What follows belongs to an exercise in optimizing a design on an open flow for small area, a short achievable clock period and few clock cycles; a production flow would make more cautious choices.
In this exercise RTL edits were held to simulation tests only and were not proved equivalent to the original.

xenon:
==> flow/design.v <==
module KS_Add32(
    input  [31:0] a, b,
    input         cin,
    output [31:0] sum,
    output        cout
);
wire [31:0] p = a ^ b;
wire [31:0] G [0:5];
wire [31:0] P [0:5];
assign G[0] = {a[31:1] & b[31:1], (a[0] & b[0]) | (p[0] & cin)};
assign P[0] = p;
genvar l, i;
generate for (l = 0; l < 5; l = l + 1) begin : g_lvl
    for (i = 0; i < 32; i = i + 1) begin : g_bit
        if (i >= (1 << l)) begin : g_op
            assign G[l+1][i] = G[l][i] | (P[l][i] & G[l][i - (1 << l)]);
            assign P[l+1][i] = P[l][i] & P[l][i - (1 << l)];
        end else begin : g_pass
            assign G[l+1][i] = G[l][i];
            assign P[l+1][i] = P[l][i];
        end
    end
end endgenerate
assign sum  = p ^ {G[5][30:0], cin};
assign cout = G[5][31];
endmodule
module Register_File(
    input         clk, rst,
    input  [4:0]  ra1, ra2,
    input         byp1, byp2,       
    input         imm2,             
    input  [31:0] imm,
    output [31:0] rd1, rd2,
    output [31:0] rd2_raw,          
    input         we,               
    input  [4:0]  wa,
    input  [31:0] wd
);
reg [31:0] rf [1:31];
reg [31:1] valid;
integer i;
always @(posedge clk) begin
    for (i = 1; i < 32; i = i + 1)
        if (we && wa == i) rf[i] <= wd;
end
always @(posedge clk or posedge rst) begin
    if (rst) valid <= 31'b0;
    else if (we) valid[wa] <= 1'b1;
end
reg [31:0] t1, t2;
integer k;
always @(*) begin
    t1 = 32'b0;
    t2 = 32'b0;
    for (k = 1; k < 32; k = k + 1) begin
        t1 = t1 | ({32{(ra1 == k) & valid[k]}} & rf[k]);
        t2 = t2 | ({32{(ra2 == k) & valid[k]}} & rf[k]);
    end
end
assign rd1     = ({32{byp1}} & wd) | ({32{~byp1}} & t1);
assign rd2_raw = ({32{byp2}} & wd) | ({32{~byp2}} & t2);
assign rd2     = ({32{imm2}} & imm) | ({32{~imm2 & byp2}} & wd) | ({32{~imm2 & ~byp2}} & t2);
endmodule
module SC_RISCV_32I(
    input         clk, rst,
    output [7:0]  imem_addr,
    input  [31:0] imem_data,
    output        dmem_we,
    output [1:0]  dmem_size,
    output [31:0] dmem_addr,
    output [31:0] dmem_wdata,
    input  [31:0] dmem_rdata
);
reg  [7:0]  pc;
reg  [7:0]  pc_o;                 
reg  [31:0] ex_a, ex_b, ex_s;     
reg  [4:0]  ex_rd;
reg         ex_fwd_a, ex_fwd_b, ex_fwd_s;   
reg         ex_sub, ex_arith;
reg  [7:0]  ex_sel;               
reg  [2:0]  ex_f3;
reg  [7:0]  ex_alt;               
reg  [2:0]  ex_bsel;              
reg         ex_bpol;              
reg         ex_rw, ex_ld, ex_st, ex_br;    
reg  [31:0] mw_res, mw_sdata;
reg  [4:0]  mw_rd;
reg  [2:0]  mw_f3;
reg         mw_rw, mw_ld, mw_st;
wire [31:0] ins = imem_data;
assign imem_addr = pc_o;
wire [4:0] rs1 = ins[19:15];
wire [4:0] rs2 = ins[24:20];
wire [4:0] rd  = ins[11:7];
wire [2:0] f3  = ins[14:12];
wire d_br  = ins[6];
wire d_alu = ~ins[6] & ins[4];
wire d_r   = d_alu & ins[5];
wire d_ld  = ~ins[6] & ~ins[4] & ~ins[5];
wire d_st  = ~ins[6] & ~ins[4] & ins[5];
wire d_use2 = ins[5];
wire d_wr  = ~ins[6] & (ins[4] | ~ins[5]) & (rd != 5'd0);
wire d_use_imm = ~(ins[5] & (ins[4] | ins[6]));
wire [7:0] bimm = {ins[27:25], ins[11:8], 1'b0};
wire [7:0] d_tgt  = pc + bimm;
wire [7:0] d_fall = pc + 8'd4;
wire d_self = (rs1 == rs2);
wire d_rs1z = (rs1 == 5'd0);
wire d_pred = d_br & (d_self ? ((f3 == 3'b000) | (f3 == 3'b101) | (f3 == 3'b111))
                    : (ins[31] | (f3 == 3'b001) | (f3 == 3'b101)
                       | ((f3 == 3'b111) & ~d_rs1z) | ((f3 == 3'b110) & d_rs1z)));
wire d_same = (bimm == 8'd4);                
wire stall = ex_ld & ((rs1 == ex_rd) | (d_use2 & (rs2 == ex_rd)));
wire [31:0] d_a, d_b, d_bi;
wire [31:0] mw_wdata;
wire [31:0] d_imm;
Register_File RF(
    .clk(clk), .rst(rst),
    .ra1(rs1), .ra2(rs2),
    .byp1(mw_rw && mw_rd == rs1), .byp2(mw_rw && mw_rd == rs2),
    .imm2(d_use_imm), .imm(d_imm),
    .rd1(d_a), .rd2(d_bi), .rd2_raw(d_b),
    .we(mw_rw), .wa(mw_rd), .wd(mw_wdata)
);
wire d_slt = d_alu & (f3 == 3'b010);
wire d_sltu = d_alu & (f3 == 3'b011);
wire d_sub = d_slt | d_sltu | (d_r & (f3 == 3'b000) & ins[30]);
wire [7:0] d_sel = d_alu ? (8'b1 << f3) : 8'b1;
assign d_imm = d_st ? {{20{ins[31]}}, ins[31:25], ins[11:7]} : {{20{ins[31]}}, ins[31:20]};
wire [31:0] a  = ex_fwd_a ? mw_res : ex_a;
wire [31:0] b  = ex_fwd_b ? (mw_res ^ {32{ex_sub}}) : (ex_b ^ {32{ex_sub}});
wire [31:0] sd = ex_fwd_s ? mw_res : ex_s;
wire [32:0] sum;
KS_Add32 ADD(.a(a), .b(b), .cin(ex_sub), .sum(sum[31:0]), .cout(sum[32]));
wire ltu = ~sum[32];
wire lt  = (a[31] != b[31]) ? sum[31] : a[31];    
wire c_eq0  = (ex_a == ex_b);
wire c_ltu0 = (ex_a < ex_b);
wire c_lt0  = (ex_a[31] != ex_b[31]) ? ex_a[31] : c_ltu0;
wire c_eq1  = (mw_res == ex_b);
wire c_ltu1 = (mw_res < ex_b);
wire c_lt1  = (mw_res[31] != ex_b[31]) ? mw_res[31] : c_ltu1;
wire c_eq2  = (ex_a == mw_res);
wire c_ltu2 = (ex_a < mw_res);
wire c_lt2  = (ex_a[31] != mw_res[31]) ? ex_a[31] : c_ltu2;
wire c0 = (ex_bsel[0] & c_eq0) | (ex_bsel[1] & c_lt0) | (ex_bsel[2] & c_ltu0);
wire c1 = (ex_bsel[0] & c_eq1) | (ex_bsel[1] & c_lt1) | (ex_bsel[2] & c_ltu1);
wire c2 = (ex_bsel[0] & c_eq2) | (ex_bsel[1] & c_lt2) | (ex_bsel[2] & c_ltu2);
wire c3 = ex_bsel[0];
wire        left = ex_sel[1];
wire [31:0] a_rev;
genvar gi;
generate for (gi = 0; gi < 32; gi = gi + 1) begin : g_rev
    assign a_rev[gi] = a[31 - gi];
end endgenerate
wire [31:0] sh_in = left ? a_rev : a;
wire signed [32:0] sh_ext = {ex_arith & ~left & a[31], sh_in};
wire [32:0] sh_out = sh_ext >>> b[4:0];
wire [31:0] shr = sh_out[31:0];
wire [31:0] shl;
generate for (gi = 0; gi < 32; gi = gi + 1) begin : g_rev2
    assign shl[gi] = shr[31 - gi];
end endgenerate
wire [31:0] res =
      ({32{ex_sel[0]}} & sum[31:0])
    | ({32{ex_sel[1]}} & shl)
    | ({32{ex_sel[2]}} & {31'b0, lt})
    | ({32{ex_sel[3]}} & {31'b0, ltu})
    | ({32{ex_sel[4]}} & (a ^ b))
    | ({32{ex_sel[5]}} & shr)
    | ({32{ex_sel[6]}} & (a | b))
    | ({32{ex_sel[7]}} & (a & b));
wire redirect = ex_br & (((ex_fwd_a & ex_fwd_b) ? c3 : ex_fwd_a ? c1 : ex_fwd_b ? c2 : c0) ^ ex_bpol);
assign dmem_we    = mw_st;
assign dmem_size  = mw_f3[1:0];
assign dmem_addr  = mw_res;
assign dmem_wdata = mw_sdata;
wire [31:0] ld_data;
assign ld_data[7:0]   = dmem_rdata[7:0];
assign ld_data[15:8]  = (mw_f3[1:0] == 2'b00) ? {8{~mw_f3[2] & dmem_rdata[7]}} : dmem_rdata[15:8];
assign ld_data[31:16] = (mw_f3[1:0] == 2'b10) ? dmem_rdata[31:16]
                      : (mw_f3[1:0] == 2'b01) ? {16{~mw_f3[2] & dmem_rdata[15]}}
                      :                         {16{~mw_f3[2] & dmem_rdata[7]}};
assign mw_wdata = mw_ld ? ld_data : mw_res;
wire [7:0] pc_next = redirect ? ex_alt : stall ? pc : d_pred ? d_tgt : d_fall;
always @(posedge clk or posedge rst) begin
    if (rst) pc <= 8'd0;
    else     pc <= pc_next;
end
always @(posedge clk) begin
    pc_o <= rst ? 8'd0 : pc_next;
end
wire bubble = redirect | stall;
always @(posedge clk or posedge rst) begin
    if (rst) begin
        ex_rw <= 1'b0; ex_ld <= 1'b0; ex_st <= 1'b0; ex_br <= 1'b0;
        mw_rw <= 1'b0; mw_st <= 1'b0;
    end else begin
        ex_rw <= ~bubble & d_wr;
        ex_ld <= ~bubble & d_ld & (rd != 5'd0);
        ex_st <= ~bubble & d_st;
        ex_br <= ~bubble & d_br;
        mw_rw <= ex_rw;
        mw_st <= ex_st;
    end
end
always @(posedge clk) begin
    ex_a       <= d_a;
    ex_b       <= d_bi;
    ex_s       <= d_b;
    ex_rd      <= rd;
    ex_fwd_a   <= ex_rw & (ex_rd == rs1);
    ex_fwd_b   <= ex_rw & (ex_rd == rs2) & ~d_use_imm;
    ex_fwd_s   <= ex_rw & (ex_rd == rs2);
    ex_sub     <= d_sub;
    ex_arith   <= ins[30];
    ex_sel     <= d_sel;
    ex_f3      <= f3;
    ex_alt     <= d_pred ? d_fall : d_tgt;
    ex_bsel    <= d_same ? 3'b000 : {f3[2] & f3[1], f3[2] & ~f3[1], ~f3[2]};
    ex_bpol    <= d_same ? 1'b0 : (f3[0] ^ d_pred);
    mw_res     <= res;
    mw_sdata   <= sd;
    mw_rd      <= ex_rd;
    mw_f3      <= ex_f3;
    mw_ld      <= ex_ld;
end
endmodule
export LEC_CHECK = 0
export CAP_MARGIN = 20
export CORE_MARGIN = 2
export CORE_UTILIZATION = 35
export CTS_BUF_LIST = sky130_fd_sc_hd__clkbuf_8
export CTS_CLUSTER_DIAMETER = 60
export CTS_CLUSTER_SIZE = 16
export PLACE_DENSITY = 0.55
export SLEW_MARGIN = 20
create_clock -name core_clock -period 10.0 [get_ports {clk}]
standard.sh (not shown) runs the stock make flow with config.mk's settings and CLKGATE_MAP_FILE= SYNTH_SCRIPT=/design/flow/synth_recipe.tcl, a recipe that flattens the netlist after the stock synthesis.
==> flow/flow/run.sh <==
#!/bin/bash
set -euo pipefail
bash standard.sh synth > log_synth.txt 2>&1
bash standard.sh SETUP_SLACK_MARGIN=6.5 finish > log_layout.txt 2>&1
Both conditions hold for xenon: the flow ran to the end and the final layout passed the timing, design-rule and antenna checks.
Testbench counts of xenon, summed over its fixed seeds: cycles 27,077.
Input-level comparison between willow and xenon:
--- a/flow/design.v
+++ b/flow/design.v
@@ -83,8 +83,9 @@
 reg  [2:0]  ex_bsel;              
 reg         ex_bpol;              
 reg         ex_rw, ex_ld, ex_st, ex_br;    
 reg  [31:0] mw_res, mw_sdata;
+reg  [31:0] mw_addr;              
 reg  [4:0]  mw_rd;
 reg  [2:0]  mw_f3;
 reg         mw_rw, mw_ld, mw_st;
 wire [31:0] ins = imem_data;
@@ -103,13 +104,9 @@
 wire d_use_imm = ~(ins[5] & (ins[4] | ins[6]));
 wire [7:0] bimm = {ins[27:25], ins[11:8], 1'b0};
 wire [7:0] d_tgt  = pc + bimm;
 wire [7:0] d_fall = pc + 8'd4;
-wire d_self = (rs1 == rs2);
-wire d_rs1z = (rs1 == 5'd0);
-wire d_pred = d_br & (d_self ? ((f3 == 3'b000) | (f3 == 3'b101) | (f3 == 3'b111))
-                    : (ins[31] | (f3 == 3'b001) | (f3 == 3'b101)
-                       | ((f3 == 3'b111) & ~d_rs1z) | ((f3 == 3'b110) & d_rs1z)));
+wire d_pred = d_br & (ins[31] | (f3 == 3'b001) | (f3 == 3'b101) | (f3 == 3'b111));
 wire d_same = (bimm == 8'd4);                
 wire stall = ex_ld & ((rs1 == ex_rd) | (d_use2 & (rs2 == ex_rd)));
 wire [31:0] d_a, d_b, d_bi;
 wire [31:0] mw_wdata;
@@ -172,9 +169,9 @@
     | ({32{ex_sel[7]}} & (a & b));
 wire redirect = ex_br & (((ex_fwd_a & ex_fwd_b) ? c3 : ex_fwd_a ? c1 : ex_fwd_b ? c2 : c0) ^ ex_bpol);
 assign dmem_we    = mw_st;
 assign dmem_size  = mw_f3[1:0];
-assign dmem_addr  = mw_res;
+assign dmem_addr  = mw_addr;
 assign dmem_wdata = mw_sdata;
 wire [31:0] ld_data;
 assign ld_data[7:0]   = dmem_rdata[7:0];
 assign ld_data[15:8]  = (mw_f3[1:0] == 2'b00) ? {8{~mw_f3[2] & dmem_rdata[7]}} : dmem_rdata[15:8];
@@ -188,8 +185,12 @@
     else     pc <= pc_next;
 end
 always @(posedge clk) begin
     pc_o <= rst ? 8'd0 : pc_next;
+end
+always @(posedge clk or posedge rst) begin
+    if (rst) mw_addr <= 32'd0;
+    else     mw_addr <= res;
 end
 wire bubble = redirect | stall;
 always @(posedge clk or posedge rst) begin
     if (rst) begin
Having completed the whole flow, willow delivered a layout that passed the timing, design-rule and antenna checks. Flops: willow more than xenon. Taking xenon as the reference, in willow post-synthesis cell area up 0.59%, final worst setup slack now larger, number of post-CTS setup repair buffers decreased by about 53% relative to the old numbers, wire length of the first global-routing pass lower.
Testbench counts of willow, summed over its fixed seeds: cycles 27,146.

-- re-timing with driven ports --
No port has a modelled driver above. Below, the same layouts with a new extraction and two added sets of constraints. Step 1, drivers: a clkbuf_16 drives clk and a buf_2 each remaining input, both assumed. Step 2 also shifts input and output timing later by t, the mid clock arrival at the registers, as if the neighbouring blocks saw the same clock. Slacks: ideal ports / drivers / drivers and shift; pairs: ideal ports / drivers.
run | t, ns | setup slack, ns | worst data-port slew with drivers (ns)
xenon | 0.982 | 6.258 / 6.258 / 5.397 | 0.20
willow | 0.974 | 6.321 / 6.306 / 5.332 | 0.16
After both steps setup and hold are still met in every run listed. The setup slack of willow, which loses most, moves by -0.015 ns with the drivers and by -0.989 ns with both steps.
